This is an optimization exercise on Yosys and OpenROAD, whose aim is small area, not a production implementation. RTL that was checked went through simulation tests only; none was proved equivalent to the original. Power is estimated from default activity; no workload was simulated.

==> flow/design.v (excerpt) <==
module countdisplay_VGA(
    input clk,
    input rst,
    input [1:0]btn,
    input [1:0]btn2,
    input [1:0]count_light,
    input [3:0]count_55_0,
    input [3:0]count_55_1,
    input [3:0]turn_left_en,
    output [2:0] r,
    output [2:0] g,
    output [1:0] b,
    output hs,
    output vs
    );
Size in the first run: roughly 2300 cells after synthesis, about 140 flip-flops, roughly 30 I/O pins, ~16000 um2 of cells after synthesis.
clock: 20.0 ns
lec_check: 0
abc_area: 1
cap_margin: 0
core_margin: 2
core_utilization: 40
cts_buf_list: sky130_fd_sc_hd__clkbuf_8
slew_margin: 0
synth_memory_max_bits: 65536
run.sh (not shown) runs the stock make flow with config.mk's settings and CLKGATE_MAP_FILE= SYNTH_SCRIPT=/design/flow/synth_recipe.tcl, a recipe that flattens the netlist after the stock synthesis.
The baseline produced a clean layout.
Change:
--- a/flow/config.mk
+++ b/flow/config.mk
@@ -11,4 +11,6 @@
 export CORE_UTILIZATION = 40
 export CTS_BUF_LIST = sky130_fd_sc_hd__clkbuf_8
+export CTS_CLUSTER_DIAMETER = 300
+export CTS_CLUSTER_SIZE = 60
 export SLEW_MARGIN = 0
 export SYNTH_MEMORY_MAX_BITS = 65536
Effect:
- The changed run finished clean
- clock skew stays the same
- worst hold slack does not change
- die area does not change
- via count stays the same
- wire length is unchanged
- design area stays the same
- total power is unchanged
- worst setup slack does not change
- non-clock buffer count does not change
- sequential power stays flat
- core utilization is unchanged
Change:
--- a/flow/config.mk
+++ b/flow/config.mk
@@ -10,7 +10,5 @@
 export CORE_MARGIN = 2
 export CORE_UTILIZATION = 40
-export CTS_BUF_LIST = sky130_fd_sc_hd__clkbuf_8
-export CTS_CLUSTER_DIAMETER = 300
-export CTS_CLUSTER_SIZE = 60
+export CTS_BUF_LIST = sky130_fd_sc_hd__clkbuf_4 sky130_fd_sc_hd__clkbuf_8
 export SLEW_MARGIN = 0
 export SYNTH_MEMORY_MAX_BITS = 65536
Effect: Die area stays the same; non-clock buffer count stays the same; wire length stays flat.

* * *

## onyx
Another version of the RTL of countdisplay_VGA (not shown whole).
For scale: roughly 2400 cells after synthesis, roughly 140 flip-flops, ~30 I/O pins, roughly 16000 um^2 of cells after synthesis.
// countdisplay_VGA
module countdisplay_VGA(
    input clk,
    input rst,
    input [1:0]btn,
    input [1:0]btn2,
    input [1:0]count_light,
    input [3:0]count_55_0,
    input [3:0]count_55_1,
    input [3:0]turn_left_en,
    output [2:0] r,
    output [2:0] g,
    output [1:0] b,
    output hs,
    output vs
    );
    function [9:0] add10; input [9:0] a; input [9:0] b; integer i; reg c; begin
        c = 1'b0;
        for (i = 0; i < 10; i = i + 1) begin add10[i] = a[i] ^ b[i] ^ c; c = (a[i] & b[i]) | (c & (a[i] ^ b[i])); end
    end endfunction
    function [9:0] sub10; input [9:0] a; input [9:0] b; integer i; reg c; begin
        c = 1'b0;   
        for (i = 0; i < 10; i = i + 1) begin sub10[i] = a[i] ^ b[i] ^ c; c = (~a[i] & b[i]) | (c & ~(a[i] ^ b[i])); end
    end endfunction
    function [9:0] inc10; input [9:0] a; integer i; reg c; begin
        c = 1'b1;
        for (i = 0; i < 10; i = i + 1) begin inc10[i] = a[i] ^ c; c = a[i] & c; end
    end endfunction
    function lt10; input [9:0] a; input [9:0] b; integer i; reg r; begin
        r = 1'b0;
        for (i = 0; i < 10; i = i + 1) r = (~a[i] & b[i]) | (~(a[i] ^ b[i]) & r);
        lt10 = r;
    end endfunction
    function inr; input [9:0] x; input [9:0] lo; input [9:0] hi; begin
        inr = ~lt10(x, lo) & ~lt10(hi, x);
    end endfunction
    function ltc7; input [6:0] a; input [6:0] b; begin ltc7 = lt10({3'd0, a}, {3'd0, b}); end endfunction
    function ltc8; input [7:0] a; input [7:0] b; begin ltc8 = lt10({2'd0, a}, {2'd0, b}); end endfunction
    function ltc9; input [8:0] a; input [8:0] b; begin ltc9 = lt10({1'd0, a}, {1'd0, b}); end endfunction
    function ltc10; input [9:0] a; input [9:0] b; begin ltc10 = lt10(a, b); end endfunction
    function [9:0] stepk; input [9:0] a; input s; integer i; reg c; begin
        c = s;
        for (i = 0; i < 10; i = i + 1) begin stepk[i] = a[i] ^ c; c = a[i] & c; end
  ...
clock: 20.0 ns
lec_check: 0
abc_area: 1
cap_margin: 0
core_margin: 2
core_utilization: 40
cts_buf_list: sky130_fd_sc_hd__clkbuf_8
slew_margin: 0
synth_memory_max_bits: 65536
Setup changes, onyx to indigo
diff --git a/flow/config.mk b/flow/config.mk
--- a/flow/config.mk
+++ b/flow/config.mk
@@ -8,3 +8,3 @@
 export ABC_AREA = 1
-export CAP_MARGIN = 0
+export CAP_MARGIN = 20
 export CORE_MARGIN = 2
@@ -12,3 +12,3 @@
 export CTS_BUF_LIST = sky130_fd_sc_hd__clkbuf_8
-export SLEW_MARGIN = 0
+export SLEW_MARGIN = 20
 export SYNTH_MEMORY_MAX_BITS = 65536
--- outcome ---
On hold-fix buffer count after cts, indigo and onyx are neck and neck. Taking onyx as the reference, in indigo clock period minus final worst setup slack held; number of tap instances did not really move; area growth from synthesis to layout shows no meaningful change; sequential power held steady. As far as total power draw goes, onyx and indigo are indistinguishable; the numbers are identical. Taking onyx as the reference, in indigo residual overflow from global routing did not really move, post-layout net count did not really move, ratio of final minimum period to clock period did not really move, portion of total power attributed to combinational logic did not really move.

* * *

## the baseline
Another version of the RTL of countdisplay_VGA (not shown whole).
Size: about 2800 cells after synthesis, roughly 18000 µm² of cells after synthesis.
Settings: LEC_CHECK=0, ABC_AREA=1, CAP_MARGIN=20, CORE_MARGIN=2, CORE_UTILIZATION=40, CTS_BUF_LIST=sky130_fd_sc_hd__clkbuf_8, SLEW_MARGIN=20, SYNTH_MEMORY_MAX_BITS=65536; clock period 20.0 ns.
The baseline | stages: all done | timing, DRC, antenna: all pass
## Diff of input files: the candidate against the baseline
- ABC_AREA removed (was 1)
### Flow results
Cmp the candidate vs the baseline: biggest fanout along the worst timing path higher in the candidate
The clock buffer and inverter area fraction after layout on the candidate is in line with that on the baseline.
Diff the baseline -> the candidate: wire length went up; critical path depth went down; clock buffer count went down; wire length of the first global-routing pass went up.
Diff the baseline -> the candidate | mean number of vias per cell | increase of about 18%
When the candidate is measured against the baseline, its inverter count of the layout excluding clock inverters turns out 331 lower.
Of the candidate and the baseline, it is the candidate that has the higher worst hold slack.
Post-route cell area went up slightly going from the baseline to the candidate.
The candidate completed; timing, DRC and antenna clean
The baseline | stages: all done | timing, DRC, antenna: all pass
No run of this note included a check of the RTL's function; only the layout flow was run.

* * *

== lane 2 ==
countdisplay_VGA, a different RTL version from the one above (not shown whole).
Size: about 140 flip-flops, ~30 I/O pins, roughly 18,000 um2 of cells after synthesis.
export LEC_CHECK = 0
export ABC_AREA = 1
export CAP_MARGIN = 20
export CORE_MARGIN = 2
export CORE_UTILIZATION = 40
export SLEW_MARGIN = 20
export SYNTH_MEMORY_MAX_BITS = 65536
create_clock -name core_clock -period 20.0 [get_ports {clk}]
What lane 3 does differently from lane 2 at the input level:
# lane 2
export LEC_CHECK = 0
export ABC_AREA = 1
export CAP_MARGIN = 20
export CORE_MARGIN = 2
export CORE_UTILIZATION = 40
export SLEW_MARGIN = 20
export SYNTH_MEMORY_MAX_BITS = 65536
create_clock -name core_clock -period 20.0 [get_ports {clk}]
# lane 3
export LEC_CHECK = 0
export CAP_MARGIN = 20
export CORE_MARGIN = 2
export CORE_UTILIZATION = 40
export SLEW_MARGIN = 20
export SYNTH_MEMORY_MAX_BITS = 65536
create_clock -name core_clock -period 20.0 [get_ports {clk}]
--- outcome ---
- Design area: lane 3 vs lane 2, no meaningful difference
- Side by side, setup slack turned out lower in lane 3 than in lane 2.
- In the reports for lane 2 and lane 3, the smaller clock power share belongs to lane 3.

[what the ideal ports hide]
The flow's constraints put no driver on any port. The routed layouts listed below were extracted and timed again, unchanged, in two steps.
Step 1: set_driving_cell puts a clkbuf_16 on clk and a buf_2 on each other input, an assumption about the parent block.
Step 2 moves the port delays by t, midway between the first and last clock arrival at a register: inputs arrive t later, outputs are due t later. That takes back most of the time a late clock gives input paths.
Slacks: ideal ports / drivers / drivers and shift; pairs: ideal ports / drivers.
run	t (ns)	slack for setup (ns)	worst setup path at the end
the first run of note 1	0.532	11.249 / 11.254 / 10.722	input to register
the second run of note 1	0.532	11.249 / 11.254 / 10.722	input to register
the third run of note 1	0.532	11.246 / 11.254 / 10.722	input to register
onyx	0.591	11.450 / 11.478 / 10.886	input to register
indigo	0.591	11.450 / 11.478 / 10.886	input to register
the baseline	0.536	11.467 / 11.478 / 10.942	input to register
the candidate	0.581	11.216 / 11.210 / 10.628	input to register
lane 2	0.498	11.787 / 11.787 / 11.787	register to register
lane 3	0.504	11.736 / 11.736 / 11.736	register to register
After both steps every run listed still meets setup and hold. The setup slack of the candidate, which loses most, moves by -0.006 ns with the drivers and by -0.588 ns with both steps.
